What follows belongs to an exercise in optimizing a design on an open flow for small area; a production flow would make more cautious choices.
The RTL was checked by simulation tests, not by an equivalence proof against the original design.
Power figures rest on the tool's default switching activity, not on a simulated workload.

## flow/design.v (module list and top-level ports; edited modules follow where they fit)
// module alu_design: 8073 lines
// module c_inv: 3 lines
// module c_nand2: 3 lines
// module c_nor2: 3 lines
// module c_xor2: 3 lines
// module c_xnor2: 3 lines
// module c_aoi21: 3 lines
// module c_oai21: 3 lines
// module c_mux2i: 3 lines
// module c_mux4: 3 lines
module alu_design(clk_i,rst_i,valid_i,ready_o,operand_a,operand_b,operation,result);
  // ...
==> flow/flow/run.sh <==
#!/bin/bash
# Standard layout, except that after the standard synthesis each a21oi_2 and
# mux4_2 is swapped for the _1 cell of the same function and pins: synthesis
# picks the larger one for each one-gate module it maps on its own, and the
# layout's timing repair upsizes again wherever timing needs it.
set -euo pipefail
bash standard.sh synth > synth.log 2>&1
NET=orfs/results/sky130hd/alu_design/base/1_2_yosys.v
cp $NET 1_2_yosys.orig.v
sed -i -e 's/\bsky130_fd_sc_hd__a21oi_2\b/sky130_fd_sc_hd__a21oi_1/g' \
       -e 's/\bsky130_fd_sc_hd__mux4_2\b/sky130_fd_sc_hd__mux4_1/g' $NET
rm -f orfs/results/sky130hd/alu_design/base/1_synth.odb orfs/results/sky130hd/alu_design/base/1_synth.sdc
bash standard.sh > layout.log 2>&1
==> flow/standard.sh <==
#!/bin/bash
# synth_recipe.tcl (not shown) runs the flow's synth.tcl, then flattens the netlist and writes it again
# the make line also repeats each setting of config.mk as NAME=value (left out here)
make -C /OpenROAD-flow-scripts/flow DESIGN_CONFIG=/design/flow/config.mk WORK_HOME=/design/flow/orfs CLKGATE_MAP_FILE= SYNTH_SCRIPT=/design/flow/synth_recipe.tcl "${@:-finish}"
==> flow/config.mk <==
export PLATFORM = sky130hd
export DESIGN_NAME = alu_design
export DESIGN_NICKNAME = alu_design
export VERILOG_FILES = /design/flow/design.v
export SDC_FILE = /design/flow/constraint.sdc
export NUM_CORES = 4
export LEC_CHECK = 0
export CAP_MARGIN = 20
export CORE_MARGIN = 2
export CORE_UTILIZATION = 60
export PLACE_DENSITY = 0.75
export SETUP_SLACK_MARGIN = -1.5
export SLEW_MARGIN = 20
export SYNTH_HIERARCHICAL = 1
==> flow/constraint.sdc <==
create_clock -name core_clock -period 80.0 [get_ports {clk_i}]
set_input_delay 16.0000 -clock core_clock [delete_from_list [all_inputs] [get_ports {clk_i}]]
set_output_delay 16.0000 -clock core_clock [all_outputs]
set_load 0.01 [all_outputs]
==> summary.txt, run 1 <==
outcome: complete, no violations
Syn Nets: 4346
clock skew: 0 ns
Psw: 695 uW
final worst-path cycle share: 96.0%
clk slew on worst S/H paths: 0.06 ns
commonest non-fill, non-tap cells in the layout: nor2_1, nand2_1, xor2_1
Final TNS setup: 0 ns
post-route cell area: 27400 sq um
hold endpoint: result[28]
Final Hold Viols: 0
Final nets: 4575
worst-path fanout max: 29
worst slew pin tran: 1.12 ns
Combinational Power Share: 95.6%
Clock buf/inv share: 0.630%
Mapped Cells: 4276
Clock group: 23.5 uW
first-pass GRT wire length: 142 mm
vias in the first global route: 25800
Seq pwr share: 2.3%
Met3 Wirelength: 9.95 mm
Final Wtd Congestion: 1.07
# setup viols final: 0
slowest stage delay, CP: 0.61 ns
DR vias: 29600
n_diodes: 0
Worst R2R Setup Slack: 79.28 ns
chip width: 205 microns
DR WL/cell: 18.7 microns
==> run 2: changes to the inputs <==
--- a/flow/design.v
+++ b/flow/design.v
@@ -29,16 +29,17 @@
 			3'b101: tt = 4'b0111;    
 			3'b110: tt = 4'b0001;    
 			3'b111: tt = 4'b1001;    
 			default: tt = 4'b1100;   
 		endcase
 	end
 	wire [31:0] init;
 	wire [31:0] qn;        
+	wire [31:0] q = ~qn;
 	wire [31:0] r0;        
 	wire r31_gn0_1;
 	c_nand2 u2 (.a(init[31]), .b(bn[0]), .z(r31_gn0_1));
 	wire r31_G0n_3;
 	c_nor2 u4 (.a(init[31]), .b(bn[0]), .z(r31_G0n_3));
 	wire r31_sel_5;
 	c_oai21 u6 (.a1(en[31]), .a2(r31_G0n_3), .b1(mn[31]), .z(r31_sel_5));
 	assign qn[31] = ~r31_sel_5;
@@ -8053,23 +8054,26 @@
 	assign r0[25] = r0_x25_7886;
 	assign r0[26] = r0_x26_7892;
 	assign r0[27] = r0_x27_7898;
 	assign r0[28] = r0_x28_7904;
 	assign r0[29] = r0_x29_7910;
 	assign r0[30] = r0_x30_7916;
 	assign r0[31] = r0_x31_7922;
 	wire op_div = (operation == 3'b011);
-	wire [31:0] r0x, resn, nxtn, nxt;
+	wire hold = ~valid_i & ~rst_i;
+	wire ld_q = valid_i & ~rst_i & op_div;
+	wire ld_r = valid_i & ~rst_i & ~op_div;
+	wire [31:0] r0x, nxtn, nxt;
 	genvar i;
 	generate for (i = 0; i < 32; i = i + 1) begin : g_out
-		c_xnor2 u_x (.a(r0[i]), .b(flip), .z(r0x[i]));                  
-		c_mux2i u_r (.a0(r0x[i]), .a1(qn[i]), .s(op_div), .z(resn[i]));   
-		c_mux2i u_h (.a0(result[i]), .a1(resn[i]), .s(valid_i), .z(nxtn[i]));
-		c_nor2  u_z (.a(rst_i), .b(nxtn[i]), .z(nxt[i]));
+		c_xor2   u_x (.a(r0[i]), .b(flip), .z(r0x[i]));
+		c_aoi222 u_o (.a1(ld_q), .a2(q[i]), .b1(ld_r), .b2(r0x[i]),
+			.c1(hold), .c2(result[i]), .z(nxtn[i]));
+		c_inv    u_i (.a(nxtn[i]), .z(nxt[i]));
 	end endgenerate
 	always @(posedge clk_i) begin
 		ready_o <= valid_i & ~rst_i;
 		result <= nxt;
 	end
 endmodule
 module c_inv (input a, output z);
 	assign z = ~a;
@@ -8093,8 +8097,11 @@
 	assign z = ~((a1 | a2) & b1);
 endmodule
 module c_mux2i (input a0, input a1, input s, output z);
 	assign z = ~(s ? a1 : a0);
 endmodule
 module c_mux4 (input [3:0] d, input s1, input s0, output z);
 	assign z = s1 ? (s0 ? d[3] : d[2]) : (s0 ? d[1] : d[0]);
 endmodule
+module c_aoi222 (input a1, input a2, input b1, input b2, input c1, input c2, output z);
+	assign z = ~((a1 & a2) | (b1 & b2) | (c1 & c2));
+endmodule
==> run 2 against run 1 <==
  * Power fell by 5.6%
  * Critical path depth fell by 4
  * Non-clock buffer count fell by 10
  * Design area fell by 0.84%
  * Sequential power rose by 7%
  * Synthesized area fell by 1.0%
  * First-iteration DRC count rose by 22%
  * Synthesized cell count fell by 0.42%
  * Utilization fell by 0.26 points
  * Clock skew did not move
==> summary.txt, run 2 <==
outcome: complete, no violations
Syn Nets: 4328 (-0.41%)
Startpoint Class: primary input
worst-path fanout max: 32 (+10%)
Worst Path Buf+Inv: 43
area of the mapped netlist: 24000 sq um
final wirelength: 96.8 mm
Final Wtd Congestion: 1.02 (-4.0%)
Fill cells: 3834
Die Height: 204 microns
worst skew pair latency: 0.29 ns
Starting Density: 60.6%
n_diodes: 0 (unchanged)
required time of the critical path: 80.16 ns
largest registers: result: 32 flops, ready_o: 1 flops
Fin Hold WS: 0.483 ns
hold-fix buffers at CTS: 0
worst path arrival time: 76.16 ns
initial antenna violation count: 3
commonest non-fill, non-tap cells in the layout: nor2_1, nand2_1, xor2_1
setup slack after layout: 4.00 ns
Period minus WS final: 76.00 ns
CP top delay family: compound AO/OA/AOI/OAI gates
Final TNS setup: 0 ns (unchanged)
final worst-path cycle share: 95.0% (-1.0 points)
Syn-to-layout area delta: 13.0%
DR vias: 29900 (+0.95%)
multi-input combinational cell area: 23000 sq um
slowest stage delay, CP: 0.69 ns (+0.08 ns)
DP Worst Slack: -1.03 ns
Mapped Cells: 4258 (-0.42%)
TritonCTS Buffers: 5
Max VDD drop: 0.0275 mV
clock buffer depth: 2
vias in the first global route: 25700 (-0.40%)
# DRC: 0
drt initial violations: 4023
die area: 41700 sq um
fmax: 13.2 MHz
# setup viols final: 0 (unchanged)
vias per inst: 5.98
LEAKAGE: 12.5 nW
CTS H-tree lvls: 2
Row Count: 73
cell mode on critical path: o21ai_1
count of input and output buffers: 102
register area: 661 sq um
CTS Sinks: 33
Top reg by flops: result
clock skew: 0 ns (unchanged)
Slew Limit Headroom: 22.0%
Hold Crit Class: flip-flop to flip-flop
Setup CP Type: primary input to flip-flop
Final ANT Viol Nets: 0
num ports: 103
GR Overflow Total: 0
pins over their slew limit: 0
Post-DP HPWL: 69.3 mm
pin count of the biggest net entering global routing: 61
DR WL/cell: 19.4 microns (+3.6%)
clk slew on worst S/H paths: 0.06 ns (about the same)
Max Cap Viol: 0
Final Power: 1.07 mW
commonest non-fill, non-tap cell in the layout: nor2_1
GRT Util Overall: 44.2%
Final Hold Viols: 0 (unchanged)
layout cells sized above 1: 5.07%
worst slew pin tran: 1.16 ns (+0.0428 ns)
pwr dens: 39.3 nW/um^2
syn_area_per_cell: 5.65 sq um
TritonCTS clock tree: built
slowest CP cell: or4_1
max FFs per register: 32
clock root buffer: clkbuf_16
first-pass GRT wire length: 144 mm (+1.8%)
chip width: 204 microns (-0.49%)
synth warn: 7
crit path capture type: flip-flop
number of detailed-route iterations in the first pass: 11
Final nets: 4542 (-0.72%)
Core Region: 39600 sq um
[run 2: routing by layer]
metal | vias to the layer above | global-route usage [%] | share of wire [%]
li1 | 14300 | - | -
met1 | 13400 | 57.9 | 40
met2 | 1850 | 68.7 | 42
met3 | 347 | 7.97 | 12
met4 | 2 | 23.5 | 6.2
met5 | - | 0 | 0.013
[run 2: area by class of cell]
type / instances / area share, %
sequential: 33 / 2.43
inverter: 226 / 3.12
clock buffer: 7 / 0.525
timing repair buffer: 216 / 6.80
multi-input combinational: 3990 / 84.6
tap: 525 / 2.42
clock inverter: 1 / 0.111
[run 2: stage by stage]
| step | util (%) | instances | cell area [sq um] |
|---|---|---|---|
| after floorplan | - | 4258 | 24000 |
| after global placement | 66.8 | 4974 | 26500 |
| after global routing | 68.5 | 4998 | 27200 |
| after detailed placement | 66.8 | 4974 | 26500 |
| final | 68.5 | 4998 | 27200 |
| after CTS | 67.2 | 4982 | 26600 |
[run 2: worst paths after layout]
kind / start / to / slack, ns / cells past startpoint
min: result[5] / result[5] / 0.48 / 2
max: operand_b[22] / result[8] / 4.00 / 327
max reg2reg: result[8] / result[8] / 78.78 / 2
min reg2reg: result[5] / result[5] / 0.48 / 2
[run 2: power breakdown]
| part | total [mW] | switching [mW] | internal, mW | leakage (nW) |
|---|---|---|---|---|
| Clock | 0.0248 | 0.00913 | 0.0156 | 0.0841 |
| Sequential | 0.0282 | 0.00612 | 0.0221 | 0.272 |
| Combinational | 1.02 | 0.647 | 0.369 | 12.2 |
[run 2: timing repair]
item | CTS | global route
setup endpoints to repair | 0 | 32
gates resized for setup | 0 | 73
buffers inserted | 0 | 16
[run 2: worst min-delay path, stage by stage, from the launching register on]
cell,delay [ns]
dfxtp_1,0.33
a222oi_1,0.08
inv_1,0.05

-- what the ideal ports hide --
In the flow no input, the clock included, has a driving cell. The finished layouts below were timed again as built, in two steps. Step 1: set_driving_cell puts a clkbuf_16 on clk_i and a buf_2 on each other input, an assumption about the parent block. Step 2 times the ports against the registers' clock, not the clock port: input delays grow and output delays shrink by t, the midpoint of the rising clock arrivals with the driver on. Slacks: ideal ports / drivers / drivers and shift; pairs: ideal ports / drivers.
run | shift t [ns] | setup WS [ns] | hold WS [ns] | slew at the worst register clock pin (ns)
run 1 | 0.322 | 3.193 / 3.211 / 2.889 | 0.514 / 0.514 / 0.514 | 0.06 / 0.06
run 2 | 0.334 | 4.002 / 4.024 / 3.690 | 0.483 / 0.483 / 0.483 | 0.06 / 0.06
After both steps setup and hold are still met in every run listed. The setup slack of run 2, which loses most, moves by +0.022 ns with the drivers and by -0.312 ns with both steps.
